Background: an optimization exercise with open tools, aiming at small area and a short achievable clock period. Do not read the settings as production practice.
Where RTL was checked, it was by simulation tests only, not by an equivalence proof against the original.
No functional check of the RTL was part of runs 1 and 3.
Power is estimated from default activity; no workload was simulated.

## flow/config.mk

```make
export PLATFORM = sky130hd
export DESIGN_NAME = rec_calc
export DESIGN_NICKNAME = rec_calc
export VERILOG_FILES = /design/flow/design.v
export SDC_FILE = /design/flow/constraint.sdc
export NUM_CORES = 4
export LEC_CHECK = 0
export ABC_AREA = 1
export CAP_MARGIN = 20
export CORE_MARGIN = 2
export CORE_UTILIZATION = 65
export SLEW_MARGIN = 20
```

## flow/constraint.sdc

```tcl
create_clock -name core_clock -period 33.0 [get_ports {clk}]
set_input_delay 6.6000 -clock core_clock [delete_from_list [all_inputs] [get_ports {clk}]]
set_output_delay 6.6000 -clock core_clock [all_outputs]
set_load 0.01 [all_outputs]
```

## flow/design.v

```verilog
module calc_row #(parameter int W = 17, parameter int K = 3) (
    input  logic [W-1:0]   x,
    input  logic [K*W-1:0] mk,      
    input  logic [K-1:0]   hz,      
    input  logic [K-1:0]   en,      
    output logic [W-1:0]   xn,
    output logic [K-1:0]   g
);
    logic [W:0] t [1:K];
    always_comb begin
        for (int k = 1; k <= K; k++) begin
            t[k] = {1'b0, x} - {1'b0, mk[(k-1)*W +: W]};
            g[k-1] = (hz[k-1] & ~t[k][W]) | en[k-1];
        end
        xn = x & {W{~g[0]}};
        for (int k = 1; k <= K; k++)
            xn = xn | (t[k][W-1:0] & {W{g[k-1] & (k == K || !g[k])}});
    end
endmodule
module calc_row4 #(parameter int J = 0) (
    input  logic [16:0] x,
    input  logic [16:0] b,
    input  logic [18:0] b3,         
    input  logic        div,
    input  logic [2:0]  en,
    output logic [16:0] xn,
    output logic [1:0]  q
);
    localparam int W = 17 - 2 * J;
    logic [18:0] m [1:3];
    logic [3*W-1:0] mk;
    logic [2:0] hz, g;
    assign m[1] = {2'b0, b};
    assign m[2] = {1'b0, b, 1'b0};
    assign m[3] = b3;
    always_comb
        for (int k = 1; k <= 3; k++) begin
            mk[(k-1)*W +: W] = m[k][W-1:0];
            hz[k-1] = div & ((m[k] >> W) == 19'd0);
        end
    calc_row #(.W(W), .K(3)) row (.x(x[16:2*J]), .mk(mk), .hz(hz), .en(en), .xn(xn[16:2*J]), .g(g));
    if (J > 0) begin : low
        assign xn[2*J-1:0] = x[2*J-1:0];
    end
    assign q[1] = g[1];
    assign q[0] = (g[0] & ~g[1]) | g[2];
endmodule
module rec_calc(
    input [16:0] valA,
    input [3:0] op,
    input clk,
    input reset,
    output [16:0] result
);
    localparam int JS = 4;           
    logic [16:0] valB;               
    logic [16:0] sx;                 
    logic [16:2*JS] sq;              
    logic [16:0] sb;                 
    logic [2*JS-1:0] sa;             
    logic sdiv, ssub, smul;
    logic isdiv, ismul, issub, isadd;
    assign isdiv = (op == 4'd3);
    assign ismul = (op == 4'd2);
    assign issub = (op == 4'd1);
    assign isadd = ~isdiv & ~ismul & ~issub;
    logic [18:0] b3a;
    assign b3a = {2'b0, valB} + {1'b0, valB, 1'b0};
    logic [16:0] xa [JS:7];
    logic [16:0] qa;
    assign xa[7][13:0] = (isdiv | issub) ? valA[13:0] : ismul ? 14'h3fff : ~valA[13:0];
    logic [20:0] mk0;
    logic [6:0] hz0, en0, g0;
    always_comb
        for (int k = 1; k <= 7; k++) begin
            logic [2:0] lo;
            lo = valB[2:0] * k;
            mk0[(k-1)*3 +: 3] = lo;
            hz0[k-1] = isdiv & (valB <= 17'd7 / k);
            en0[k-1] = ismul & (valA[16:14] >= k);
        end
    calc_row #(.W(3), .K(7)) row_top (
        .x((isdiv | issub) ? valA[16:14] : ismul ? 3'h7 : ~valA[16:14]),
        .mk(mk0), .hz(hz0), .en(en0), .xn(xa[7][16:14]), .g(g0));
    assign qa[16] = g0[3];
    assign qa[15] = (g0[1] & ~g0[3]) | g0[5];
    assign qa[14] = (g0[0] & ~g0[1]) | (g0[2] & ~g0[3]) | (g0[4] & ~g0[5]) | g0[6];
    for (genvar j = 6; j >= JS; j--) begin : rows_a
        logic [2:0] en;
        always_comb
            for (int k = 1; k <= 3; k++)
                en[k-1] = ismul & ({valA[2*j+1], valA[2*j]} >= k);
        calc_row4 #(.J(j)) row (.x(xa[j+1]), .b(valB), .b3(b3a), .div(isdiv), .en(en),
                                .xn(xa[j]), .q(qa[2*j+1:2*j]));
    end
    always @(posedge clk) begin
        if (reset) begin
            sx <= 17'h1ffff;
            sq <= '0;
            sb <= '0;
            sa <= '0;
            sdiv <= 1'b0;
            ssub <= 1'b0;
            smul <= 1'b1;
            valB <= 17'd0;
        end else begin
            sx <= xa[JS];
            sq <= qa[16:2*JS];
            sb <= valB;
            sa <= valA[2*JS-1:0];
            sdiv <= isdiv;
            ssub <= issub;
            smul <= ismul;
            valB <= result;
        end
    end
    logic [18:0] b3b;
    assign b3b = {2'b0, sb} + {1'b0, sb, 1'b0};
    logic [16:0] xb [0:JS];
    logic [2*JS-1:0] qb;
    assign xb[JS] = sx;
    for (genvar j = JS - 1; j >= 0; j--) begin : rows_b
        logic [2:0] en;
        always_comb
            for (int k = 1; k <= 3; k++)
                en[k-1] = (smul & ({sa[2*j+1], sa[2*j]} >= k))
                        | (~sdiv & ~smul & (j == 0) & (k == 1));
        calc_row4 #(.J(j)) row (.x(xb[j+1]), .b(sb), .b3(b3b), .div(sdiv), .en(en),
                                .xn(xb[j]), .q(qb[2*j+1:2*j]));
    end
    assign result = sdiv ? {sq, qb} : ssub ? xb[0] : ~xb[0];
endmodule
```

## flow/run.sh

```bash
#!/bin/bash
# synth_recipe.tcl (not shown) runs the flow's synth.tcl, then flattens the netlist and writes it again
# the make line also repeats each setting of config.mk as NAME=value (left out here)
make -C /OpenROAD-flow-scripts/flow DESIGN_CONFIG=/design/flow/config.mk WORK_HOME=/design/flow/orfs CLKGATE_MAP_FILE= SYNTH_SCRIPT=/design/flow/synth_recipe.tcl finish
```

==> summary.txt, run 1 <==
- Syn Inst Count: roughly 2,700
- Met1 GRT Util: 0.5106
- Number of buffers and inverters on the critical path: 8
- WL/cell: approximately 19 um
- Finished Layout Cells: 3,066
- Top post-synthesis cells by area: ha_1, nand2_1, dfxtp_1
- Area of the multi-input gates: ~14,000 um2
- P per Cell Area: 94.42 nW/um2
- Post CTS Setup Buffer Count: 0
- Fraction of layout cells with a size suffix above 1: 0.05309
- Flop-to-flop setup slack: 20,120 ps
- Final worst slack: about 13,000 ps
- Asr flop ratio synth: 0
- Final Wtd Congestion: 1.056
- Initial antenna violation count: 0
- Slowest stage cell on the critical path: xnor2_1
- CP peak stage delay: between 800 and 900 ps
- Status: timing/DRC/antenna clean
- Slew HR: 0.2754
- Die area: 27,370 um2
- Pwr Total: roughly 1.7 mW
- Ys Warns: 43
- R2R depth: 62
- Crit path kind: flop to output pin
- Fin. Hold Viols: 0
- Post-Syn Nets: between 3,000 and 4,000
- Post-CTS sizing: 0
- Synthesis-to-layout area growth: 5.843%
- Hold_buf cts: 0
- WHS Path Cells: 2
- Pin count of the biggest net entering global routing: 60
- Synth top cells by count: nand2_1, inv_1, ha_1
- Final setup fails: 0
- Period utilization: 0.6110
- Hold WC Path Type: flop to flop
- HP Start: valB[12]
- Start point of the critical path: sb[0]
- Global route total overflow: 0
- Top-count cell post-synth: nand2_1
- Row cnt: a little under 60
- CP endpoint kind: output pin
- # nets final: between 3,000 and 4,000
- Die width: 165.4 um
- Final Max Slew Viols: 0
- Crit path DAT: 13,560 ps
- Top cell family by delay on the critical path: simple AND/OR/NAND/NOR gates
- Worst skew pair latency: 350 ps
- TritonCTS clock tree: built
- Required @ worst endpoint: between 20,000 and 30,000 ps
- DRT iter0 DRCs: roughly 1,900
- Unrepaired setup endpoints after global routing: false
- Leakage power: 8.990 nW
- IO buf count: 39
- Number of CTS-inserted buffers: 9
- Vias per std cell: 6.140
- Placed Cells incl. Taps: slightly above 3,000
- Mean post-synth cell area: roughly 6.3 um2
- Post-synth EDFFs: 0
- Post-Synthesis Cell Area: around 17,000 um2
- Sequential cell area: around 1400 um2
- Hold endpoint: sb[12]
- Diode count: 0
- Final ANT Viol Nets: 0
- Final min period: 20,160 ps
- Max Cap Viol: 0
- Routed via count: ~19,000
- Met2 usage in global routing: 0.6862
- Total iterations of the first detailed-routing run: 6
- Met3 usage in global routing: 0.09241
- Worst Path Max Fanout: 17
- Most used cell, CP: nand2_1
- Top Ports: 40
- DRC viols: 0
- Synth area leader: ha_1
- Post-DP HPWL: 47,360 um
- Gr usage total: 0.4269
- Post-place setup slack: 13,640 ps
- Worst-Margin Slew: roughly 1100 ps
- #FFs+latches synth: 71
- Setup TNS Final: 0 ps
- Maximum clock frequency: between 40 and 50 MHz
- Clock slew at reported path FFs: roughly 60 ps
- Vias in the first global route: 17,600
- Root buffer cell: clkbuf_16
- First-pass GRT wire length: 90,440 um
- Die Span Y: 165.4 um
- Most used routing layer: met2
- WL final: between 50,000 and 60,000 um
- Synth top area share: 0.2142
- FF-to-FF End: valB[1]
- Register area share after synthesis: 0.08391
- Core Box Area: about 26,000 um2
- Skew final: between 6 and 7 ps
- H-tree levels: 3
- Starting Density: 0.6556
- Fillers: about 2,300
- Unique masters post-synth: 58
- Worst IR drop on VDD: between 0.07 and 0.08 mV
- R2r startpoint: sb[0]
- Main synth FF type: dfxtp_1
- Clock tree buffer depth: 2
- Clock sink count: 71
- Startpoint types: flop
==> power by group <==
part	internal, mW	switching (mW)	leakage, nW
combinational	0.543	0.930	8.27
clock	0.0589	0.0410	0.135
sequential	0.101	0.0190	0.587
total	0.703	0.990	8.99
==> how the worst max path moves through the flow <==
| stage | end | slack (ps) | depth (start not counted) |
|---|---|---|---|
| 3_5_place_dp | result[1] | 13640 | 63 |
| 2_1_floorplan | result[16] | 17910 | 66 |
| 3_3_place_gp | result[1] | 14170 | 64 |
| 5_1_grt | result[1] | 11950 | 63 |
| 4_1_cts | result[1] | 13220 | 63 |
| 6_report | result[1] | 12840 | 63 |
==> tightest hold or removal path, stage by stage, from the launching register on <==
cell,delay (ps)
dfxtp_1,340
inv_1,120
nor2_1,50
==> per-layer routing <==
metal | up-vias | share of wire
met5 | - | 0
met4 | 0 | 0.074
met3 | 251 | 0.099
met2 | 1029 | 0.44
met1 | 8530 | 0.39
li1 | 9014 | -
==> state kept, by name (all words and copies together) (netlist names) <==
signal,count
smul,1
sdiv,1
sq,9
valB,17
ssub,1
sx,17
sa,8
sb,17
==> area by class of cell <==
class	instances	area share
multi-input cells	2208	0.7740
inverters	387	0.08102
flip-flops and latches	71	0.07928
repair buffers	49	0.02568
well taps	335	0.02338
clock buffers	10	0.01277
clock inverters	6	0.003908
==> cells by family after synthesis <==
family / synth area share
compound gates: 0.1810
xor+xnor: 0.08428
fa+ha+maj: 0.2461
buf+inv: 0.09691
flops: 0.08391
simple gates: 0.3078
==> through the flow <==
step                      cell area, um2    util  hold slack [ps]
after floorplan                    16940       -            472.5
after global placement             17630  0.6823            519.1
after detailed placement           17630  0.6823            533.6
after CTS                          17930  0.6939            542.0
after global routing               17930  0.6939            579.3
final                              17930  0.6939            550.5
==> cells in the final DEF (no fill, tap or decap), drive strengths merged, types with 6 or more instances in the layout <==
| master | synthesis | final |
|---|---|---|
| a211oi | 6 | 6 |
| a21boi | 7 | 7 |
| a21o | 8 | 8 |
| a21oi | 263 | 263 |
| a31oi | 12 | 12 |
| and2 | 6 | 6 |
| buf | 18 | 11 |
| clkbuf | 16 | 10 |
| clkdlybuf4s50 | 0 | 38 |
| dfxtp | 71 | 71 |
| fa | 27 | 27 |
| ha | 290 | 290 |
| inv | 386 | 387 |
| nand2 | 600 | 600 |
| nand3 | 177 | 177 |
| nand3b | 10 | 10 |
| nand4 | 33 | 33 |
| nor2 | 270 | 270 |
| nor3 | 34 | 34 |
| o2111ai | 9 | 9 |
| o211ai | 14 | 14 |
| o21a | 10 | 10 |
| o21ai | 147 | 147 |
| o21bai | 20 | 20 |
| o22ai | 28 | 28 |
| o31ai | 14 | 14 |
| or2 | 44 | 44 |
| xnor2 | 72 | 72 |
| xor2 | 91 | 91 |
==> run 2: changes to the inputs <==
--- a/flow/design.v
+++ b/flow/design.v
@@ -58,4 +58,5 @@
     logic [16:2*JS] sq;              
     logic [16:0] sb;                 
+    logic [18:0] sb3;                
     logic [2*JS-1:0] sa;             
     logic sdiv, ssub, smul;
@@ -99,4 +100,5 @@
             sq <= '0;
             sb <= '0;
+            sb3 <= '0;
             sa <= '0;
             sdiv <= 1'b0;
@@ -108,4 +110,5 @@
             sq <= qa[16:2*JS];
             sb <= valB;
+            sb3 <= b3a;
             sa <= valA[2*JS-1:0];
             sdiv <= isdiv;
@@ -115,6 +118,4 @@
         end
     end
-    logic [18:0] b3b;
-    assign b3b = {2'b0, sb} + {1'b0, sb, 1'b0};
     logic [16:0] xb [0:JS];
     logic [2*JS-1:0] qb;
@@ -126,5 +127,5 @@
                 en[k-1] = (smul & ({sa[2*j+1], sa[2*j]} >= k))
                         | (~sdiv & ~smul & (j == 0) & (k == 1));
-        calc_row4 #(.J(j)) row (.x(xb[j+1]), .b(sb), .b3(b3b), .div(sdiv), .en(en),
+        calc_row4 #(.J(j)) row (.x(xb[j+1]), .b(sb), .b3(sb3), .div(sdiv), .en(en),
                                 .xn(xb[j]), .q(qb[2*j+1:2*j]));
     end
==> flow/flow/run.sh (new file) <==
#!/bin/bash
# Standard synthesis and layout; the layout's timing repair aims for a setup
# slack of SETUP_MARGIN ns at the design's clock period.
set -euo pipefail
SETUP_MARGIN=$(cat flow/setup_margin.txt)
bash standard.sh synth > synth.log 2>&1
bash standard.sh SETUP_SLACK_MARGIN=$SETUP_MARGIN finish > layout.log 2>&1
==> flow/flow/setup_margin.txt (new file) <==
15
==> flow/standard.sh (new file) <==
#!/bin/bash
# synth_recipe.tcl (not shown) runs the flow's synth.tcl, then flattens the netlist and writes it again
# the make line also repeats each setting of config.mk as NAME=value (left out here)
make -C /OpenROAD-flow-scripts/flow DESIGN_CONFIG=/design/flow/config.mk WORK_HOME=/design/flow/orfs CLKGATE_MAP_FILE= SYNTH_SCRIPT=/design/flow/synth_recipe.tcl "${@:-finish}"
removed: flow/run.sh
==> run 2 against run 1 <==
Still clean. Sequential share of layout area increased by 1.9 points. Hold slack worse by 20 ps. Non-clock buffer count down 5. Fmax increased by 17%. Final cell count rose by 2.5%. Die area is 0.79% higher. Sequential power rose by 27%. Flip-flop and latch count grew 18. Critical path type unchanged. Highest routed layer unchanged.
==> summary.txt, run 2 <==
- Die Span Y: 166.1 um
- R2R depth: 59
- Mean post-synth cell area: about 6.2 um2
- WL final: between 50,000 and 60,000 um
- #FFs+latches synth: 89
- Row cnt: between 50 and 60
- Worst-Margin Slew: roughly 970 ps
- Global route total overflow: 0
- Sequential cell area: 1782 um2
- Reg with most FFs: sb3
- Main synth FF type: dfxtp_1
- Unique masters post-synth: between 50 and 60
- Gr usage total: 0.4167
- Vias in the first global route: around 18,000
- Maximum clock frequency: 57.90 MHz
- Syn Inst Count: 2,775
- Startpoint types: flop
- Max reg flops: 19
- Area of the multi-input gates: ~14,000 um2
- Routed via count: 19,300
- P per Cell Area: just over 90 nW/um2
- Leakage power: just over 9 nW
- Top post-synthesis cells by area: ha_1, nand2_1, dfxtp_1
- Clock slew at reported path FFs: 70 ps
- Final Wtd Congestion: approximately 1.1
- Final min period: between 15,000 and 20,000 ps
- Asr flop ratio synth: 0
- FF-to-FF End: sx[15]
- Unrepaired setup endpoints after global routing: false
- Most frequent cells in the layout: nand2_1, inv_1, nor2_1
- Worst skew pair latency: between 300 and 400 ps
- Hold WC Path Type: flop to flop
- # nets final: 3,120
- Register area share after synthesis: 0.1043
- Fin. Hold Viols: 0
- Worst IR drop on VDD: 0.07527 mV
- Synth top cells by count: nand2_1, inv_1, nor2_1
- CP endpoint kind: output pin
- Clock sink count: 89
- TritonCTS clock tree: built
- Synthesis-to-layout area growth: 5.979%
- Post-synth EDFFs: 0
- Post-DP HPWL: between 40,000 and 50,000 um
- Skew final: approximately 16 ps
- Pin count of the biggest net entering global routing: 45
- Flop-to-flop setup slack: 22,210 ps
- H-tree levels: 3
- Total iterations of the first detailed-routing run: 6
- Most used cell, CP: nand2_1
- Vias per std cell: 6.141
- Period utilization: 0.5234
- Setup TNS Final: 0 ps
- Largest registers: sb3: 19 flops, sx: 17 flops, valB: 17 flops
- Die width: approximately 170 um
- Final Max Slew Viols: 0
- Fillers: between 2,000 and 2,500
- Slowest stage cell on the critical path: fa_1
- Synth top area share: 0.1964
- Core Box Area: 25,910 um2
- Diode count: 0
- Number of CTS-inserted buffers: 9
- Critical path depth: 50
- Number of buffers and inverters on the critical path: 9
- Synth area leader: ha_1
- Fraction of layout cells with a size suffix above 1: 0.04774
- Worst Path Max Fanout: 17
- Status: timing/DRC/antenna clean
- Max Cap Viol: 0
- First-pass GRT wire length: ~93,000 um
- CP Capture Point: result[2]
- CP peak stage delay: 610 ps
- Final worst slack: 15,730 ps
- DRT iter0 DRCs: between 2,000 and 2,500
- Top cell family by delay on the critical path: simple AND/OR/NAND/NOR gates
- Crit path DAT: 10,670 ps
- Crit path kind: flop to output pin
- Post CTS Setup Buffer Count: 0
- Final ANT Viol Nets: 0
- Starting Density: 0.6590
- Slew HR: 0.3540
- R2r startpoint: valB[0]
- Top Ports: 40
- Most common cell after layout, fill and taps aside: nand2_1
- DRC viols: 0
- Die area: 27,580 um2
- Start point of the critical path: sb[1]
- Post-place setup slack: around 16,000 ps
- Initial antenna violation count: 1
- WL/cell: 18.95 um
- Final setup fails: 0
- Post-Syn Nets: just over 3,000
- Root buffer cell: clkbuf_16
- Required @ worst endpoint: 26,400 ps
- Clock tree buffer depth: 2
- Post-Synthesis Cell Area: about 17,000 um2
- Top-count cell post-synth: nand2_1
- IO buf count: 39
- Ys Warns: between 40 and 50
==> run 2: cell count changes in the layout (fill, tap and decap cells not counted), moves of 14 or more <==
cell	before	now
nand3_1	160	199
inv_1	376	349
ha_1	290	268
a21oi_1	259	222
nand3b_1	6	20
nor3_1	33	15
xnor2_1	72	51
dfxtp_1	71	89
nand2_2	30	10
o22ai_1	28	10
nand2_1	568	728
==> run 2: logic make-up after synthesis <==
family,share of synthesized area
XOR/XNOR,0.07019
AO/OA/AOI/OAI,0.1687
adder cells (fa/ha/maj),0.2268
buffers and inverters,0.08800
AND/OR/NAND/NOR,0.3419
flip-flops,0.1043
==> run 2: worst min-delay path: cells and delay by family, from the launching register on <==
kind	cells	cell delay (ps)
flip-flops	1	320
buffers and inverters	1	120
AND/OR/NAND/NOR	1	50
==> run 2: where the power goes <==
part           internal (mW)  total, mW  switching (mW)
clock                 0.0609      0.106          0.0452
combinational          0.514       1.43           0.920
sequential             0.131      0.152          0.0211
==> run 2: worst min path at each step <==
stage | from | to | depth (start not counted) | slack (ps)
CTS | valB[9] | sb[9] | 2 | 530
global route | valB[9] | sb[9] | 2 | 570
global placement | valB[9] | sb[9] | 2 | 530
detailed placement | valB[9] | sb[9] | 2 | 530
finish | valB[9] | sb[9] | 2 | 530
floorplan | valB[10] | sb[10] | 2 | 470
==> run 2: timing repair <==
item	in CTS	in global routing
endpoints found under the setup margin	0	4
hold buffers	0	0
resized for setup	0	1
==> run 2: area by class of cell <==
type                       count  area share
clock buffer                  10     0.01321
clock inverter                 5    0.003457
inverter                     365     0.07584
multi-input combinational   2294      0.7625
sequential                    89     0.09845
tap                          335     0.02316
timing repair buffer          44     0.02337
==> run 2: routing by layer <==
layer,vias up,GRT usage,wire (um)
met2,1143,0.6782,25800
li1,9206,-,-
met1,8693,0.5283,23250
met3,253,0.06625,6764
met5,-,0,0
met4,0,0.2291,3714
==> run 2: per-stage QoR <==
step | power, mW | std cells | util | hold slack, ps | instance area, um2
final | 1.691 | 3142 | 0.6984 | 530.5 | 18100
after global routing | 1.838 | 3142 | 0.6984 | 570.5 | 18100
after CTS | 1.641 | 3142 | 0.6982 | 529.9 | 18090
after detailed placement | 1.526 | 3127 | 0.6865 | 526.4 | 17790
after global placement | 1.502 | 3127 | 0.6865 | 531.0 | 17790
after floorplan | 1.172 | 2775 | - | 472.5 | 17080
==> run 3: changes to the inputs <==
--- a/flow/design.v
+++ b/flow/design.v
@@ -98,7 +98,4 @@
         if (reset) begin
             sx <= 17'h1ffff;
-            sq <= '0;
-            sb <= '0;
-            sb3 <= '0;
             sa <= '0;
             sdiv <= 1'b0;
@@ -108,7 +105,4 @@
         end else begin
             sx <= xa[JS];
-            sq <= qa[16:2*JS];
-            sb <= valB;
-            sb3 <= b3a;
             sa <= valA[2*JS-1:0];
             sdiv <= isdiv;
@@ -117,4 +111,9 @@
             valB <= result;
         end
+    end
+    always @(posedge clk) begin
+        sq <= qa[16:2*JS];
+        sb <= valB;
+        sb3 <= b3a;
     end
     logic [16:0] xb [0:JS];
==> flow/flow/setup_margin.txt (replaced) <==
18
==> run 3 against run 2 <==
The run now fails in global routing. Synthesized cell count decreased by 2.7%. Synthesized area about the same.
==> summary.txt, run 3 <==
- Status: did not finish
- Stopped at: global routing
- Log Error: [ERROR GRT-0232] Routing congestion too high. Check the congestion heatmap in the GUI.
- Ys Warns: 43
- Synth area leader: ha_1
- Synth top cells by count: nand2_1, inv_1, ha_1
- Top Ports: 40
- Unique masters post-synth: just under 60
- Gr usage total: 0.7802
- Post-DP HPWL: between 40,000 and 50,000 um
- Die Span Y: 166.1 um
- Clock sink count: a little under 90
- Synth top area share: 0.1962
- Syn Inst Count: 2,699
- #FFs+latches synth: just under 90
- Post-Syn Nets: 3,016
- Top post-synthesis cells by area: ha_1, nand2_1, dfxtp_1
- Mean post-synth cell area: ~6.3 um2
- Root buffer cell: clkbuf_16
- Final Wtd Congestion: approximately 1.1
- Global route total overflow: 18
- Clock tree buffer depth: 2
- Worst EP Category: output port
- Number of CTS-inserted buffers: 9
- Register area share after synthesis: 0.1043
- Pin count of the biggest net entering global routing: 38
- Post-GRT worst EP: result[6]
- Main synth FF type: dfxtp_1
- H-tree levels: 3
- Post-synth EDFFs: 0
- Row cnt: between 50 and 60
- Top-count cell post-synth: nand2_1
- Post-Synthesis Cell Area: roughly 17,000 um2
- Die width: approximately 170 um
- Asr flop ratio synth: 0
- Starting Density: 0.6595
- IO buf count: 39
==> run 3: cell count changes after synthesis, sizes merged, moves of 11 or more <==
cell and delta:
a21oi -19, nor2 -63, nand3 +22, or2 +11
o21ai -20, nand2 -36, nand4 +13
==> run 3: kinds of logic after synthesis <==
family,after synthesis,share of synthesized area
xor+xnor,136,0.07058
fa+ha+maj,294,0.2267
flops,89,0.1043
simple gates,1312,0.3494
buf+inv,400,0.09225
compound gates,468,0.1568
==> run 3: per-layer routing <==
layer  GRT overflow  GRT usage
met3              0     0.6571
met1              3     0.7816
met2             10     0.9269
met5              0     0.4557
met4              5     0.7350
==> run 3: worst min path at each step <==
stage / from / end / slack [ps] / depth (start not counted)
after CTS: valB[3] / sb[3] / 400 / 0
after detailed placement: valB[4] / sb[4] / 390 / 0
after global placement: valB[5] / sb[5] / 390 / 0
after floorplan: valB[10] / sb[10] / 370 / 0
==> run 3: power by group through the flow <==
| stage | clock network (mW) | registers, mW | logic, mW |
|---|---|---|---|
| after CTS | 0.0976 | 0.174 | 2.07 |
| after detailed placement | 0 | 0.170 | 1.77 |
| after global placement | 0 | 0.168 | 1.74 |
| after floorplan | 0 | 0.158 | 1.34 |
==> run 3: repair_timing <==
item | 4_1_cts
pin swaps | 75
hold buffers | 0
resized for setup | 285
buffers inserted | 138
setup endpoints to repair | 28
gates cloned | 7
==> run 3: metrics by stage <==
stage / total power, mW / area (um2) / std cells / worst slack [ps]
after global placement: 1.904 / 17740 / 3047 / 16010
after CTS: 2.338 / 20900 / 3207 / 17890
after detailed placement: 1.940 / 17740 / 3047 / 15790
after floorplan: 1.495 / 17090 / 2699 / 18960
==> run 4: changes to the inputs <==
--- a/flow/design.v
+++ b/flow/design.v
@@ -98,4 +98,7 @@
         if (reset) begin
             sx <= 17'h1ffff;
+            sq <= '0;
+            sb <= '0;
+            sb3 <= '0;
             sa <= '0;
             sdiv <= 1'b0;
@@ -105,4 +108,7 @@
         end else begin
             sx <= xa[JS];
+            sq <= qa[16:2*JS];
+            sb <= valB;
+            sb3 <= b3a;
             sa <= valA[2*JS-1:0];
             sdiv <= isdiv;
@@ -111,9 +117,4 @@
             valB <= result;
         end
-    end
-    always @(posedge clk) begin
-        sq <= qa[16:2*JS];
-        sb <= valB;
-        sb3 <= b3a;
     end
     logic [16:0] xb [0:JS];
==> flow/run.sh (new file) <==
#!/bin/bash
# synth_recipe.tcl (not shown) runs the flow's synth.tcl, then flattens the netlist and writes it again
# the make line also repeats each setting of config.mk as NAME=value (left out here)
make -C /OpenROAD-flow-scripts/flow DESIGN_CONFIG=/design/flow/config.mk WORK_HOME=/design/flow/orfs CLKGATE_MAP_FILE= SYNTH_SCRIPT=/design/flow/synth_recipe.tcl finish
removed: flow/flow/run.sh
removed: flow/flow/setup_margin.txt
removed: flow/standard.sh
==> run 4 against run 3 <==
Synthesized area is essentially flat. Now clean on timing, DRC and antenna. Synthesized cell count grew 2.8%.
==> summary.txt, run 4 <==
- Status: timing/DRC/antenna clean
- Post-Syn Nets: slightly above 3,000
- Largest registers: sb3: 19 flops, sx: 17 flops, valB: 17 flops
- Reg with most FFs: sb3
- Synth top area share: 0.1964
- Worst Path Max Fanout: 17
- Required @ worst endpoint: 26,400 ps
- HP Start: valB[9]
- Final Wtd Congestion: between 1 and 1.5
- WL final: 59,520 um
- Period utilization: 0.5274
- Synthesis-to-layout area growth: 5.950%
- Initial antenna violation count: 1
- IO buf count: 39
- Worst-Margin Slew: ~970 ps
- Final min period: between 15,000 and 20,000 ps
- Post-synth EDFFs: 0
- Row cnt: 59
- Hold WC Path Type: flop to flop
- Top Ports: 40
- Die width: 166.1 um
- Total iterations of the first detailed-routing run: 6
- Flop-to-flop setup slack: about 22,000 ps
- Skew final: 15.12 ps
- Post-CTS sizing: 0
- H-tree levels: 3
- Top post-synthesis cells by area: ha_1, nand2_1, dfxtp_1
- R2r startpoint: valB[0]
- Gr usage total: 0.4167
- Post CTS Setup Buffer Count: 0
- Clock tree buffer depth: 2
- Crit path DAT: around 11,000 ps
- Slew HR: 0.3515
- Most frequent cells in the layout: nand2_1, inv_1, nor2_1
- Asr flop ratio synth: 0
- Number of buffers and inverters on the critical path: 8
- Fillers: between 2,000 and 2,500
- Vias in the first global route: between 15,000 and 20,000
- Post-Synthesis Cell Area: between 15,000 and 20,000 um2
- Number of CTS-inserted buffers: 9
- Register area share after synthesis: 0.1043
- Post-DP HPWL: 47,860 um
- Routed via count: between 15,000 and 20,000
- Met3 usage in global routing: 0.06625
- #FFs+latches synth: between 80 and 90
- Clock slew at reported path FFs: 70 ps
- Met1 GRT Util: 0.5283
- Crit path kind: flop to output pin
- Clock sink count: a little under 90
- Leakage power: ~9.1 nW
- Slowest stage cell on the critical path: fa_1
- Global route total overflow: 0
- Fin. Hold Viols: 0
- Final worst slack: between 15,000 and 20,000 ps
- Mean post-synth cell area: 6.154 um2
- Synth area leader: ha_1
- Maximum clock frequency: roughly 57 MHz
- Hold_buf cts: 0
- TritonCTS clock tree: built
- Max reg flops: 19
- Post-place setup slack: 16,340 ps
- Top-count cell post-synth: nand2_1
- Unique masters post-synth: between 50 and 60
- Fraction of layout cells with a size suffix above 1: 0.04774
- Vias per std cell: roughly 6.2
- First-pass GRT wire length: 92,750 um
- Core Box Area: between 20,000 and 30,000 um2
- Main synth FF type: dfxtp_1
- CP endpoint kind: output pin
- Most common cell after layout, fill and taps aside: nand2_1
- Syn Inst Count: 2,775
- Root buffer cell: clkbuf_16
- DRT iter0 DRCs: 2,331
- Ys Warns: 43
- Worst skew pair latency: approximately 360 ps
- CP peak stage delay: 610 ps
- Final Max Slew Viols: 0
- Setup TNS Final: 0 ps
- Die Span Y: 166.1 um
- DRC viols: 0
- Worst IR drop on VDD: 0.07571 mV
- Start point of the critical path: sb[1]
- Final ANT Viol Nets: 0
- Most used cell, CP: nand2_1
- Met2 usage in global routing: 0.6782
- Most used routing layer: met2
- Starting Density: 0.6590
- WL/cell: between 15 and 20 um
- # nets final: 3,120
- Pin count of the biggest net entering global routing: 45
- Top cell family by delay on the critical path: simple AND/OR/NAND/NOR gates
- Startpoint types: flop
- Max Cap Viol: 0
- Synth top cells by count: nand2_1, inv_1, nor2_1
- Final setup fails: 0
- Die area: 27,580 um2
- P per Cell Area: about 93 nW/um2
- Unrepaired setup endpoints after global routing: false
## run 4: cell count changes after synthesis, sizes merged, moves of 9 or more
cell and change:
nand3 -22, o21ai +20, nand4 -13, or2 -11, nor2 +63, buf -9
a21oi +19, nand2 +36
## run 4: final cells by class
cell class / instances / area (um2) / area share
timing repair buffer: 44 / 422.9 / 0.02337
multi-input combinational: 2294 / 13790 / 0.7623
sequential: 89 / 1782 / 0.09848
clock buffer: 10 / 239.0 / 0.01321
clock inverter: 5 / 62.56 / 0.003458
antenna: 1 / 2.502 / 0.0001383
tap: 335 / 419.2 / 0.02317
inverter: 365 / 1373 / 0.07586
## run 4: worst paths after layout
check,depth (start not counted),end
min reg2reg,2,sb[9]
max reg2reg,59,sx[15]
min,2,sb[9]
max,50,result[2]
## run 4: kinds of logic after synthesis
group                      Yosys count  share of synthesized area
AOI/OAI and AO/OA                  505                     0.1687
xor gates and xnor gates           136                    0.07019
adders and majority gates          294                     0.2268
buffers and inverters              392                    0.08800
DFF                                 89                     0.1043
and+or+nand+nor                   1359                     0.3419
## run 4: per-layer routing
layer,vias up,part of all wire
li1,9212,-
met1,8793,0.40
met2,1107,0.43
met3,234,0.11
met4,2,0.063
met5,-,0.00049
## run 4: per-stage QoR
stage	hold slack (ps)	cell area [um2]	total power, mW	cells	utilization
final	528.1	18090	1.689	3143	0.6982
after global routing	570.5	18090	1.838	3142	0.6982
after global placement	531.0	17790	1.502	3127	0.6865
after detailed placement	526.4	17790	1.526	3127	0.6865
after floorplan	472.5	17080	1.172	2775	-
after CTS	529.9	18090	1.641	3142	0.6982
## run 4: worst min-delay path, cell delays in order, from the launching register on
cell,delay [ps]
dfxtp_1,320
inv_1,120
nor2_1,50
## run 4: where the power goes
part | internal, mW | total [mW] | leakage [nW] | switching [mW]
Sequential | 0.131 | 0.152 | 0.736 | 0.0211
Combinational | 0.514 | 1.43 | 8.18 | 0.918
Clock | 0.0609 | 0.106 | 0.142 | 0.0450
==> run 5: changes to the inputs <==
--- a/flow/design.v
+++ b/flow/design.v
@@ -72,5 +72,6 @@
     assign xa[7][13:0] = (isdiv | issub) ? valA[13:0] : ismul ? 14'h3fff : ~valA[13:0];
     logic [20:0] mk0;
-    logic [6:0] hz0, en0, g0;
+    logic [6:0] hz0, g0;
+    logic [2:0] xt;
     always_comb
         for (int k = 1; k <= 7; k++) begin
@@ -78,10 +79,9 @@
             lo = valB[2:0] * k;
             mk0[(k-1)*3 +: 3] = lo;
-            hz0[k-1] = isdiv & (valB <= 17'd7 / k);
-            en0[k-1] = ismul & (valA[16:14] >= k);
+            hz0[k-1] = (valB <= 17'd7 / k);
         end
-    calc_row #(.W(3), .K(7)) row_top (
-        .x((isdiv | issub) ? valA[16:14] : ismul ? 3'h7 : ~valA[16:14]),
-        .mk(mk0), .hz(hz0), .en(en0), .xn(xa[7][16:14]), .g(g0));
+    calc_row #(.W(3), .K(7)) row_top (.x(valA[16:14]), .mk(mk0), .hz(hz0), .en(7'd0), .xn(xt), .g(g0));
+    assign xa[7][16:14] = isdiv ? xt : issub ? valA[16:14]
+                        : ismul ? ~(valA[16:14] * valB[2:0]) : ~valA[16:14];
     assign qa[16] = g0[3];
     assign qa[15] = (g0[1] & ~g0[3]) | g0[5];
@@ -98,7 +98,4 @@
         if (reset) begin
             sx <= 17'h1ffff;
-            sq <= '0;
-            sb <= '0;
-            sb3 <= '0;
             sa <= '0;
             sdiv <= 1'b0;
@@ -108,7 +105,4 @@
         end else begin
             sx <= xa[JS];
-            sq <= qa[16:2*JS];
-            sb <= valB;
-            sb3 <= b3a;
             sa <= valA[2*JS-1:0];
             sdiv <= isdiv;
@@ -117,4 +111,9 @@
             valB <= result;
         end
+    end
+    always @(posedge clk) begin
+        sq <= qa[16:2*JS];
+        sb <= valB;
+        sb3 <= b3a;
     end
     logic [16:0] xb [0:JS];
==> run 5 against run 4 <==
Critical path type unchanged. Critical path depth down 3. Non-clock buffer count down 2. Setup slack worse by 160 ps. Hold slack worse by 130 ps. Combinational power up 28%. Clock skew down 2.0 ps. Still clean on timing, DRC and antenna.
==> summary.txt, run 5 <==
- Worst-Margin Slew: just over 900 ps
- Unrepaired setup endpoints after global routing: false
- DRC viols: 0
- Switching pwr: 1.243 mW
- Combinational share of power: 0.871
- IO buf count: 39
- Top-count cell post-synth: nand2_1
- Post-Syn Nets: 2,949
- Synthesis-to-layout area growth: 5.628%
- WL/cell: 19.43 um
- FF-to-FF End: sx[13]
- Clock power frac: 0.049
- Most common cell after layout, fill and taps aside: nand2_1
- Syn Inst Count: 2,627
- Final ANT Viol Nets: 0
- Fin. Hold Viols: 0
- Gr usage total: 0.4196
- Max Cap Viol: 0
- Met2 usage in global routing: 0.6741
- Fraction of layout cells with a size suffix above 1: 0.06128
- Start point of the critical path: sb[1]
- TritonCTS clock tree: built
- Required @ worst endpoint: between 20,000 and 30,000 ps
- Number of CTS-inserted buffers: 9
- CP peak stage delay: 750 ps
- Most frequent cells in the layout: nand2_1, inv_1, ha_1
- Period utilization: 0.5322
- H-tree levels: 3
- Row cnt: 59
- Startpoint types: flop
- Leakage power: about 9.0 nW
- Flop-to-flop setup slack: approximately 23,000 ps
- R2r startpoint: valB[1]
- Asr flop ratio synth: 0
- Skew final: around 13 ps
- Global route total overflow: 0
- Slowest stage cell on the critical path: a21boi_2
- HP Start: valB[8]
- Met1 GRT Util: 0.5318
- Reg with most FFs: sb3
- Routed via count: approximately 19,000
- Seq pwr share: 0.079
- Final setup fails: 0
- Top post-synthesis cells by area: ha_1, nand2_1, dfxtp_1
- Max reg flops: 19
- First-pass GRT wire length: about 89,000 um
- Root buffer cell: clkbuf_16
- Initial antenna violation count: 1
- Unique masters post-synth: 64
- Diode count: 0
- Clock slew at reported path FFs: 60 ps
- Pin count of the biggest net entering global routing: 38
- Worst skew pair latency: around 350 ps
- Worst Path Max Fanout: 17
- Vias per std cell: between 6 and 7
- R2R depth: between 60 and 70
- Starting Density: 0.6559
- Post-synth EDFFs: 0
- Clock sink count: just under 90
- Most used cell, CP: nand2_1
- Post-CTS sizing: 0
- Crit path DAT: around 11,000 ps
- Pwr Total: 2.105 mW
- Crit path kind: flop to output pin
- DRT iter0 DRCs: approximately 2,100
- Post CTS Setup Buffer Count: 0
- Ys Warns: 43
- Synth area leader: ha_1
- Internal cell power: between 0.8 and 0.9 mW
- Synth top area share: 0.2021
- Slew HR: 0.3893
- Top Ports: 40
- # nets final: just under 3,000
- Setup TNS Final: 0 ps
- Post-Synthesis Cell Area: ~17,000 um2
- P per Cell Area: between 100 and 150 nW/um2
- Switch share: 0.5905
- Status: timing/DRC/antenna clean
- Die Span Y: between 150 and 200 um
- Synth top cells by count: nand2_1, inv_1, ha_1
- Maximum clock frequency: around 57 MHz
- Clock tree buffer depth: 2
- Final Wtd Congestion: around 1.0
- Met3 usage in global routing: 0.06818
- Main synth FF type: dfxtp_1
- #FFs+latches synth: 89
- Register area share after synthesis: 0.1054
- Hold endpoint: sb[8]
- Final Max Slew Viols: 0
- Largest registers: sb3: 19 flops, sx: 17 flops, valB: 17 flops
- Vias in the first global route: between 15,000 and 20,000
- Most used routing layer: met2
- CP endpoint kind: output pin
- Final min period: between 15,000 and 20,000 ps
- Hold Slack: about 400 ps
- Hold WC Path Type: flop to flop
- Post-DP HPWL: 47,050 um
- Worst IR drop on VDD: 0.07094 mV
- Core Box Area: ~26,000 um2
- WL final: 58,200 um
- Die area: between 20,000 and 30,000 um2
- Total iterations of the first detailed-routing run: 6
- Die width: approximately 170 um
- Hold_buf cts: 0
- WHS Path Cells: 0
- Mean post-synth cell area: 6.432 um2
[run 5: cell families (layout without fill, tap and decap cells)]
family	after synthesis	after routing	share of synthesized area
AOI/OAI and AO/OA	496	496	0.1735
xor gates and xnor gates	140	140	0.07345
adders and majority gates	299	299	0.2330
buffers and inverters	375	408	0.08819
DFF	89	89	0.1054
and+or+nand+nor	1228	1228	0.3265
[run 5: power by group through the flow]
stage | clock (mW) | sequential (mW) | combinational (mW)
2_1_floorplan | 0 | 0.158 | 1.31
3_3_place_gp | 0 | 0.167 | 1.74
3_5_place_dp | 0 | 0.168 | 1.76
5_1_grt | 0.107 | 0.170 | 2.01
4_1_cts | 0.103 | 0.166 | 1.77
6_report | 0.103 | 0.167 | 1.83
[run 5: final cells by class]
| class | instances | area, um2 |
|---|---|---|
| Clock buffer | 11 | 232.7 |
| Clock inverter | 4 | 53.80 |
| Fill cell | 2304 | 7915 |
| Inverter | 351 | 1323 |
| Multi-Input combinational cell | 2163 | 13630 |
| Sequential cell | 89 | 1782 |
| Tap cell | 335 | 419.2 |
| Timing Repair Buffer | 42 | 412.9 |
[run 5: metal layers]
metal  part of all wire  routed length (um)
met5            0.00019                  11
met4              0.067                3901
met3               0.10                6076
met2               0.43               25170
met1               0.40               23030
[run 5: metrics by stage]
step | cells | util | setup WS [ps] | area, um2
6_report | 2995 | 0.6928 | 15440 | 17850
5_1_grt | 2995 | 0.6928 | 14720 | 17850
4_1_cts | 2995 | 0.6928 | 15680 | 17850
3_5_place_dp | 2980 | 0.6817 | 16140 | 17560
3_3_place_gp | 2980 | 0.6817 | 16300 | 17560
2_1_floorplan | 2627 | - | 19320 | 16900
[run 5: worst max path at each step]
stage	end	slack, ps	cells past startpoint
detailed placement	result[6]	16140	47
global placement	result[6]	16300	47
CTS	result[7]	15680	47
floorplan	result[1]	19320	49
finish	result[7]	15440	47
global route	result[13]	14720	49
[run 5: critical path: cells and delay by family (launching register included)]
family / cells / cell delay [ps]
buffers and inverters: 7 / 1820
AO/OA/AOI/OAI: 11 / 2610
flip-flops: 1 / 560
AND/OR/NAND/NOR: 25 / 3870
adder cells (fa/ha/maj): 4 / 1740
==> run 6: changes to the inputs <==
==> flow/flow/run.sh (new file) <==
#!/bin/bash
# Standard synthesis and layout; the layout's timing repair aims for a setup
# slack of SETUP_MARGIN ns at the design's clock period.
set -euo pipefail
SETUP_MARGIN=$(cat flow/setup_margin.txt)
bash standard.sh synth > synth.log 2>&1
bash standard.sh SETUP_SLACK_MARGIN=$SETUP_MARGIN finish > layout.log 2>&1
==> flow/flow/setup_margin.txt (new file) <==
16.5
==> flow/standard.sh (new file) <==
#!/bin/bash
# synth_recipe.tcl (not shown) runs the flow's synth.tcl, then flattens the netlist and writes it again
# the make line also repeats each setting of config.mk as NAME=value (left out here)
make -C /OpenROAD-flow-scripts/flow DESIGN_CONFIG=/design/flow/config.mk WORK_HOME=/design/flow/orfs CLKGATE_MAP_FILE= SYNTH_SCRIPT=/design/flow/synth_recipe.tcl "${@:-finish}"
removed: flow/run.sh
==> run 6 against run 5 <==
Global-route usage grew 0.21 points. Non-clock buffer count grew 74. Count of clock-buffer cells in the layout is the same. Register-to-register slack lost 20 ps. Hold slack lost 1.1 ps. Critical path type unchanged. Critical endpoint is now result[6].
==> summary.txt, run 6 <==
- First-pass GRT wire length: between 80,000 and 90,000 um
- Crit path DAT: roughly 9600 ps
- Required @ worst endpoint: approximately 26,000 ps
- Period utilization: 0.4907
- Clock slew at reported path FFs: 70 ps
- Most used cell, CP: nand2_1
- Pin count of the biggest net entering global routing: 38
- Post-route cell area: ~19,000 um2
- Fraction of layout cells with a size suffix above 1: 0.1181
- WL/cell: approximately 20 um
- Top post-synthesis cells by area: ha_1, nand2_1, dfxtp_1
- Core Box Area: 25,760 um2
- TritonCTS clock tree: built
- Synthesis-to-layout area growth: 13.51%
- Global route total overflow: 0
- Worst-Margin Slew: 768.7 ps
- Hold Slack: approximately 400 ps
- Wl on met1: roughly 23,000 um
- Final setup fails: 0
- Clock sink count: slightly below 90
- #FFs+latches synth: 89
- Post-Synthesis Cell Area: approximately 17,000 um2
- Vias per std cell: about 6.2
- Final worst slack: 16,810 ps
- Worst IR drop on VDD: roughly 0.085 mV
- Pwr Total: 2.274 mW
- Final ANT Viol Nets: 0
- Setup TNS Final: 0 ps
- Routed via count: about 19,000
- Unique masters post-synth: 64
- Mean post-synth cell area: around 6.4 um2
- R2R depth: just over 60
- Leakage power: 9.365 nW
- Post-Syn Nets: 2,949
- Status: timing/DRC/antenna clean
- Die width: 165.2 um
- Asr flop ratio synth: 0
- Fin. Hold Viols: 0
- Main synth FF type: dfxtp_1
- Initial antenna violation count: 1
- Post-synth EDFFs: 0
- DRC viols: 0
- Die Span Y: approximately 170 um
- Top Ports: 40
- Root buffer cell: clkbuf_16
- Reg with most FFs: sb3
- Synth top cells by count: nand2_1, inv_1, ha_1
- Slowest stage cell on the critical path: clkdlybuf4s50_1
- Ys Warns: between 40 and 50
- Register area share after synthesis: 0.1054
- # nets final: just over 3,000
- Row cnt: just under 60
- Synth top area share: 0.2021
- Vias in the first global route: 17,130
- Most common cell after layout, fill and taps aside: nand2_1
- Die area: around 27,000 um2
- Worst Path Max Fanout: 11
- Startpoint types: flop
- Starting Density: 0.6559
- IO buf count: 39
- Final min period: roughly 16,000 ps
- Final Wtd Congestion: around 1.0
- DR WL met2: around 26,000 um
- Largest registers: sb3: 19 flops, sx: 17 flops, valB: 17 flops
- Placed inst area: 17,560 um2
- Gr usage total: 0.4217
- Post-place setup slack: roughly 16,000 ps
- Clock tree buffer depth: 2
- WHS Path Cells: 0
- Total iterations of the first detailed-routing run: 8
- Post-DP HPWL: around 47,000 um
- CP peak stage delay: approximately 550 ps
- Final Max Slew Viols: 0
- Top-count cell post-synth: nand2_1
- Max Cap Viol: 0
- Max reg flops: 19
- Maximum clock frequency: between 60 and 70 MHz
- Slew HR: 0.4870
- CP endpoint kind: output pin
- Routed met3 length: roughly 6600 um
- Synth area leader: ha_1
- P per Cell Area: ~120 nW/um2
- Crit path kind: flop to output pin
- WL final: roughly 61,000 um
- Hold WC Path Type: flop to flop
- Syn Inst Count: about 2,600
- Top sig layer: met4
- Skew final: 13.65 ps
- Worst skew pair latency: 350 ps
- DRT iter0 DRCs: between 2,000 and 2,500
- Unrepaired setup endpoints after global routing: false
- Most frequent cells in the layout: nand2_1, inv_1, ha_1
- Number of CTS-inserted buffers: 9
- H-tree levels: 3
[run 6: cells by family (layout without fill, tap and decap cells)]
| family | after synthesis | after routing | synth area share |
|---|---|---|---|
| and+or+nand+nor | 1228 | 1228 | 0.3265 |
| AOI/OAI and AO/OA | 496 | 496 | 0.1735 |
| buffers and inverters | 375 | 482 | 0.08819 |
| adders and majority gates | 299 | 299 | 0.2330 |
| xor gates and xnor gates | 140 | 140 | 0.07345 |
| DFF | 89 | 89 | 0.1054 |
| other | 0 | 1 | 0 |
[run 6: worst paths after layout]
| check | slack [ps] | endpoint | start |
|---|---|---|---|
| min | 400 | sb[8] | valB[8] |
| min reg2reg | 400 | sb[8] | valB[8] |
| max | 16810 | result[6] | sb3[10] |
| max reg2reg | 22720 | sx[13] | valB[1] |
[run 6: metal layers]
layer	vias up	global-route usage
met5	-	0
met4	0	0.2530
met3	257	0.07592
met2	1116	0.6782
met1	8679	0.5258
li1	8971	-
[run 6: critical path: cells and delay by family, from the launching register on]
kind            cells  cell delay, ps
flops               1             360
simple gates       31            3730
buf+inv             9            1840
compound gates      8            1790
fa+ha+maj           4            1530
[run 6: repair_timing]
action,4_1_cts,5_1_grt
endpoints found under the setup margin,17,17
buffers inserted,9,65
pin swaps,2,18
gates resized for setup,14,106
hold buffers,0,0
[run 6: where the power goes]
group | internal [mW] | switching, mW | total, mW
Sequential | 0.141 | 0.0335 | 0.174
Clock | 0.0587 | 0.0460 | 0.105
Combinational | 0.764 | 1.23 | 2.00
Total | 0.963 | 1.31 | 2.27
[run 6: area by class of cell]
type                    count  area [um2]
multi-input cells        2163       14270
fillers                  2120        6583
flip-flops and latches     89        1788
inverters                 351        1405
repair buffers            116        1006
well taps                 335       419.2
clock buffers              11       232.7
clock inverters             4       53.80
diodes                      1       2.502
[run 6: through the flow]
step | cells | util
after floorplan | 2627 | -
after global placement | 2980 | 0.6817
after detailed placement | 2980 | 0.6817
after CTS | 3004 | 0.6975
after global routing | 3069 | 0.7444
final | 3070 | 0.7445
==> run 7: changes to the inputs <==
==> flow/flow/run.sh (replaced) <==
#!/bin/bash
set -euo pipefail
SETUP_MARGIN=$(cat flow/setup_margin.txt)
bash standard.sh synth > synth.log 2>&1
bash standard.sh "BUFFER_PORTS_ARGS=-buffer_cell sky130_fd_sc_hd__buf_4" \
    SETUP_SLACK_MARGIN=$SETUP_MARGIN SETUP_MOVE_SEQUENCE=sizeup,swap finish > layout.log 2>&1
==> flow/flow/setup_margin.txt (replaced) <==
17
==> run 7 against run 6 <==
Critical path type unchanged. Fmax shrank 0.79%. Flip-flop and latch count is the same. Largest cell class unchanged. Synthesized area is the same.
==> summary.txt, run 7 <==
- Post-DP HPWL: roughly 46,000 um
- Maximum clock frequency: slightly above 60 MHz
- Worst Path Max Fanout: 17
- Pwr Total: between 2 and 2.5 mW
- Initial antenna violation count: 0
- Slowest stage cell on the critical path: ha_4
- Syn Inst Count: 2,627
- Synthesis-to-layout area growth: 10.77%
- Vias in the first global route: 16,800
- Number of CTS-inserted buffers: 9
- # nets final: between 2,000 and 3,000
- Final Wtd Congestion: around 1.1
- Diode count: 0
- Row cnt: 59
- Global route total overflow: 0
- Flop-to-flop setup slack: between 20,000 and 25,000 ps
- Top post-synthesis cells by area: ha_1, nand2_1, dfxtp_1
- Post-Synthesis Cell Area: about 17,000 um2
- Unique masters post-synth: 64
- Worst skew pair latency: ~340 ps
- Post-place setup slack: about 17,000 ps
- Post-synth EDFFs: 0
- Max reg flops: 19
- Post-route cell area: 18,720 um2
- Required @ worst endpoint: approximately 26,000 ps
- Mean post-synth cell area: 6.432 um2
- DRT iter0 DRCs: approximately 1,900
- Final worst slack: roughly 17,000 ps
- Hold_buf cts: 0
- TritonCTS clock tree: built
- DRC viols: 0
- Root buffer cell: clkbuf_16
- R2R depth: between 50 and 60
- Fraction of layout cells with a size suffix above 1: 0.1300
- Ys Warns: 43
- Period utilization: 0.4946
- Gr usage total: 0.4069
- Total iterations of the first detailed-routing run: 6
- Synth top cells by count: nand2_1, inv_1, ha_1
- Hold Slack: ~380 ps
- WL final: between 50,000 and 60,000 um
- Main synth FF type: dfxtp_1
- Synth area leader: ha_1
- Vias per std cell: 6.144
- Finished Layout Cells: roughly 3,000
- Die Span Y: approximately 170 um
- Setup TNS Final: 0 ps
- Finished Core Util: 0.7265
- Unrepaired setup endpoints after global routing: true
- Post-Syn Nets: around 2,900
- Post CTS Setup Buffer Count: 0
- Startpoint types: flop
- Hold WC Path Type: flop to flop
- Die width: approximately 170 um
- Most frequent cells in the layout: nand2_1, inv_1, ha_1
- Synth top area share: 0.2021
- H-tree levels: 3
- Clock slew at reported path FFs: about 60 ps
- IO buf count: 39
- Clock sink count: 89
- CP peak stage delay: about 500 ps
- Die area: roughly 27,000 um2
- Status: timing/DRC/antenna clean
- Placed inst area: about 17,000 um2
- R2r startpoint: valB[1]
- Crit path DAT: a little under 10,000 ps
- #FFs+latches synth: 89
- Skew final: ~10 ps
- Fillers: 2,140
- Starting Density: 0.6559
- FF-to-FF End: sx[15]
- Clock tree buffer depth: 2
- Reg with most FFs: sb3
- WHS Path Cells: 0
- Top Ports: 40
- Leakage power: ~9 nW
- Core Box Area: 25,760 um2
- Routed via count: between 15,000 and 20,000
- Asr flop ratio synth: 0
- Start point of the critical path: sb[8]
- WL/cell: 19.28 um
- P per Cell Area: 116.5 nW/um2
- Crit path kind: flop to output pin
- First-pass GRT wire length: between 80,000 and 90,000 um
- CP Capture Point: result[2]
- Final min period: ~16,000 ps
- Final setup fails: 0
- Max Cap Viol: 0
- Final ANT Viol Nets: 0
- Final Max Slew Viols: 0
- Placed Cells incl. Taps: roughly 3,000
- Most common cell after layout, fill and taps aside: nand2_1
- CP endpoint kind: output pin
- Largest registers: sb3: 19 flops, sx: 17 flops, valB: 17 flops
- Worst IR drop on VDD: around 0.083 mV
- Worst-Margin Slew: about 810 ps
- Register area share after synthesis: 0.1054
- Top-count cell post-synth: nand2_1
- Pin count of the biggest net entering global routing: 38
- Slew HR: 0.4594
- Fin. Hold Viols: 0
==> run 7: cell counts after synthesis <==
Identical to the previous run, type by type.
==> run 7: cell type report <==
| class | count | area (um2) | area share |
|---|---|---|---|
| multi-input combinational | 2163 | 14500 | 0.7748 |
| timing repair buffer | 43 | 334.1 | 0.01785 |
| clock buffer | 11 | 242.7 | 0.01297 |
| clock inverter | 5 | 38.79 | 0.002072 |
| inverter | 351 | 1385 | 0.07400 |
| tap | 335 | 419.2 | 0.02239 |
| sequential | 89 | 1795 | 0.09593 |
==> run 7: cells by family after synthesis <==
group / Yosys count / synth area share
and+or+nand+nor: 1228 / 0.3265
xor gates and xnor gates: 140 / 0.07345
adders and majority gates: 299 / 0.2330
DFF: 89 / 0.1054
AOI/OAI and AO/OA: 496 / 0.1735
buffers and inverters: 375 / 0.08819
==> run 7: worst min path at each step <==
stage | start | endpoint | slack, ps
2_1_floorplan | valB[10] | sb[10] | 370
3_3_place_gp | valB[8] | sb[8] | 380
3_5_place_dp | valB[8] | sb[8] | 380
4_1_cts | valB[8] | sb[8] | 390
6_report | valB[8] | sb[8] | 380
5_1_grt | valB[5] | sb[5] | 410
==> run 7: power breakdown <==
| group | internal, mW | switching [mW] |
|---|---|---|
| clock network | 0.0535 | 0.0438 |
| registers | 0.141 | 0.0311 |
| logic | 0.718 | 1.19 |
==> run 7: per-layer routing <==
layer / track usage / wire length, um
met1: 0.5223 / 23050
met4: 0.2249 / 3608
met3: 0.05994 / 5720
met2: 0.6553 / 25420
met5: 0 / 0
==> run 7: worst max-delay path, delay by kind of cell (launching register included) <==
kind	cells	cell delay (ps)
flops	1	340
compound gates	11	1790
buf+inv	5	1070
fa+ha+maj	4	1870
simple gates	31	4260
==> run 7: repair_timing <==
item | CTS | global route
gates cloned | 0 | 0
pin swaps | 8 | 63
gates resized for setup | 27 | 166
endpoints found under the setup margin | 17 | 17
hold endpoints to repair | 0 | 0
==> run 8: changes to the inputs <==
==> flow/flow/run.sh (replaced) <==
#!/bin/bash
# Standard synthesis and layout. The layout's timing repair aims for a setup
# slack of SETUP_MARGIN ns at the design's clock period and only resizes or
# swaps cells (no buffering or cloning), so that it sizes the critical paths.
set -euo pipefail
SETUP_MARGIN=$(cat flow/setup_margin.txt)
bash standard.sh synth > synth.log 2>&1
bash standard.sh SETUP_SLACK_MARGIN=$SETUP_MARGIN SETUP_MOVE_SEQUENCE=sizeup,swap finish > layout.log 2>&1
==> run 8 against run 7 <==
Setup slack got worse by 52 ps. Fmax fell by 0.32%. Sequential power about the same. Critical path depth fell by 2. Flip-flop and latch count did not move. Combinational power grew 4%. Final cell count about the same.
==> summary.txt, run 8 <==
- Status: timing/DRC/antenna clean
- TritonCTS clock tree: built
- Crit path DAT: just under 10,000 ps
- Top cell family by delay on the critical path: simple AND/OR/NAND/NOR gates
- Synth top area share: 0.2021
- Pwr Total: between 2 and 2.5 mW
- DRC viols: 0
- Post-DP HPWL: 47,050 um
- Starting Density: 0.6559
- Clock sink count: 89
- Required @ worst endpoint: about 26,000 ps
- Clock slew at reported path FFs: roughly 70 ps
- Post-route cell area: 18,950 um2
- Post-Syn Nets: 2,949
- Synth top cells by count: nand2_1, inv_1, ha_1
- WL/cell: 20.01 um
- Die width: ~170 um
- Most frequent cells in the layout: nand2_1, inv_1, ha_1
- Most common cell after layout, fill and taps aside: nand2_1
- CP Capture Point: result[12]
- Initial antenna violation count: 1
- Row cnt: 59
- FF-to-FF End: sx[15]
- Global route total overflow: 0
- Number of buffers and inverters on the critical path: 6
- Placed inst area: approximately 18,000 um2
- P per Cell Area: roughly 120 nW/um2
- Post-Synthesis Cell Area: ~17,000 um2
- Slew HR: 0.4559
- Post CTS Setup Buffer Count: 0
- Hold WC Path Type: flop to flop
- R2R depth: 61
- CP peak stage delay: approximately 530 ps
- Top post-synthesis cells by area: ha_1, nand2_1, dfxtp_1
- Top Ports: 40
- Finished Layout Cells: about 3,000
- Placed Cells incl. Taps: between 2,000 and 3,000
- Period utilization: 0.4962
- Vias in the first global route: about 17,000
- Hold Slack: 388.4 ps
- Maximum clock frequency: approximately 61 MHz
- Fin. Hold Viols: 0
- Final setup fails: 0
- First-pass GRT wire length: 90,160 um
- # nets final: between 2,000 and 3,000
- Fraction of layout cells with a size suffix above 1: 0.1248
- Root buffer cell: clkbuf_16
- Start point of the critical path: sb[9]
- CP endpoint kind: output pin
- IO buf count: 39
- Worst-Margin Slew: between 800 and 900 ps
- Max Cap Viol: 0
- Worst IR drop on VDD: 0.08736 mV
- Gr usage total: 0.4263
- Skew final: ~15 ps
- Synth area leader: ha_1
- Register area share after synthesis: 0.1054
- Clock tree buffer depth: 2
- Flop-to-flop setup slack: about 23,000 ps
- Final Max Slew Viols: 0
- Mean post-synth cell area: roughly 6.4 um2
- H-tree levels: 3
- Largest registers: sb3: 19 flops, sx: 17 flops, valB: 17 flops
- Post-synth EDFFs: 0
- Crit path kind: flop to output pin
- Worst Path Max Fanout: 17
- Unrepaired setup endpoints after global routing: true
- Core Box Area: approximately 26,000 um2
- Die Span Y: roughly 170 um
- Vias per std cell: roughly 6.2
- Pin count of the biggest net entering global routing: 38
- Die area: approximately 27,000 um2
- Startpoint types: flop
- Top-count cell post-synth: nand2_1
- Routed via count: about 19,000
- Worst skew pair latency: 350 ps
- Unique masters post-synth: 64
- Leakage power: 9.128 nW
- Synthesis-to-layout area growth: 12.17%
- DRT iter0 DRCs: approximately 1,900
- Final min period: 16,370 ps
- Total iterations of the first detailed-routing run: 8
- Hold_buf cts: 0
- R2r startpoint: valB[1]
- Number of CTS-inserted buffers: 9
- Final ANT Viol Nets: 0
- Asr flop ratio synth: 0
- Critical path depth: slightly below 50
- #FFs+latches synth: approximately 90
- WL final: between 50,000 and 60,000 um
- Final Wtd Congestion: 1.050
- Syn Inst Count: roughly 2,600
- Slowest stage cell on the critical path: a21boi_4
- Diode count: 0
- Setup TNS Final: 0 ps
- Most used cell, CP: nand2_1
- Ys Warns: 43
- Reg with most FFs: sb3
- Main synth FF type: dfxtp_1
- Max reg flops: 19
[run 8: cell counts after synthesis]
Identical to the previous run, type by type.
[run 8: worst register-to-register path, delay by kind of cell, from the launching register on]
| kind | cells | cell delay [ps] |
|---|---|---|
| DFF | 1 | 320 |
| and+or+nand+nor | 25 | 2720 |
| buffers and inverters | 11 | 1900 |
| adders and majority gates | 5 | 1860 |
| AOI/OAI and AO/OA | 20 | 3070 |
[run 8: final cells by class]
cell class	instances	area [um2]
clock buffers	11	232.7
clock inverters	4	53.80
fillers	2127	6809
inverters	351	1383
multi-input cells	2163	14700
flip-flops and latches	89	1794
well taps	335	419.2
repair buffers	42	375.4
[run 8: worst min path at each step]
stage | startpoint | end | slack, ps | cells after the start
2_1_floorplan | valB[10] | sb[10] | 370 | 0
3_5_place_dp | valB[8] | sb[8] | 390 | 0
3_3_place_gp | valB[8] | sb[8] | 380 | 0
4_1_cts | valB[8] | sb[8] | 400 | 0
5_1_grt | valB[8] | sb[8] | 410 | 0
6_report | valB[8] | sb[8] | 390 | 0
[run 8: cell families after synthesis]
family | after synthesis | synth area share
AOI/OAI and AO/OA | 496 | 0.1735
DFF | 89 | 0.1054
and+or+nand+nor | 1228 | 0.3265
adders and majority gates | 299 | 0.2330
xor gates and xnor gates | 140 | 0.07345
buffers and inverters | 375 | 0.08819
[run 8: per-stage QoR]
| stage | util | setup slack (ps) |
|---|---|---|
| 2_1_floorplan | - | 19320 |
| 3_3_place_gp | 0.6817 | 16300 |
| 3_5_place_dp | 0.6817 | 16140 |
| 4_1_cts | 0.7121 | 17000 |
| 5_1_grt | 0.7357 | 16200 |
| 6_report | 0.7357 | 16630 |
[run 8: what timing repair did]
item / in CTS / in global routing
endpoints found under the setup margin: 17 / 26
gates resized for setup: 108 / 138
pin swaps: 47 / 59
cloned: 0 / 0
[run 8: per-layer routing]
layer,up-vias,GRT usage,part of all wire
met2,1077,0.6966,0.44
met5,-,0,0
li1,8825,-,-
met4,0,0.2217,0.065
met1,8522,0.5303,0.39
met3,230,0.08566,0.11
[run 8: report_power, final]
| part | total [mW] | switching, mW | internal (mW) |
|---|---|---|---|
| Sequential | 0.173 | 0.0317 | 0.141 |
| Clock | 0.104 | 0.0449 | 0.0587 |
| Combinational | 1.98 | 1.24 | 0.737 |

[afterwards: timing with drivers on the ports]
In the flow no input, the clock included, has a driving cell. The finished layouts below were timed again as built, in two steps. Step 1, drivers: a clkbuf_16 drives clk and a buf_2 each remaining input, both assumed. Step 2 moves the port delays by t, midway between the first and last clock arrival at a register: inputs arrive t later, outputs are due t later. That takes back most of the time a late clock gives input paths. Three values: ideal ports, drivers, drivers and shift; two values: the first two.
run	shift t [ns]	slack for setup (ns)	worst setup path at the end	slew at the worst register clock pin (ns)	worst data-port slew with drivers (ns)
run 1	0.394	12.836 / 12.787 / 13.181	register to output	0.06 / 0.06	0.05
run 2	0.391	15.729 / 15.684 / 16.027	input to register	0.08 / 0.08	0.06
run 4	0.398	15.597 / 15.550 / 15.948	register to output	0.07 / 0.07	0.06
run 5	0.388	15.438 / 15.393 / 15.780	register to output	0.07 / 0.07	0.03
run 6	0.396	16.807 / 16.759 / 17.154	register to output	0.07 / 0.07	0.03
run 7	0.388	16.678 / 16.630 / 17.018	register to output	0.07 / 0.07	0.04
run 8	0.390	16.627 / 16.581 / 16.970	register to output	0.07 / 0.07	0.03
After both steps setup and hold are still met in every run listed.
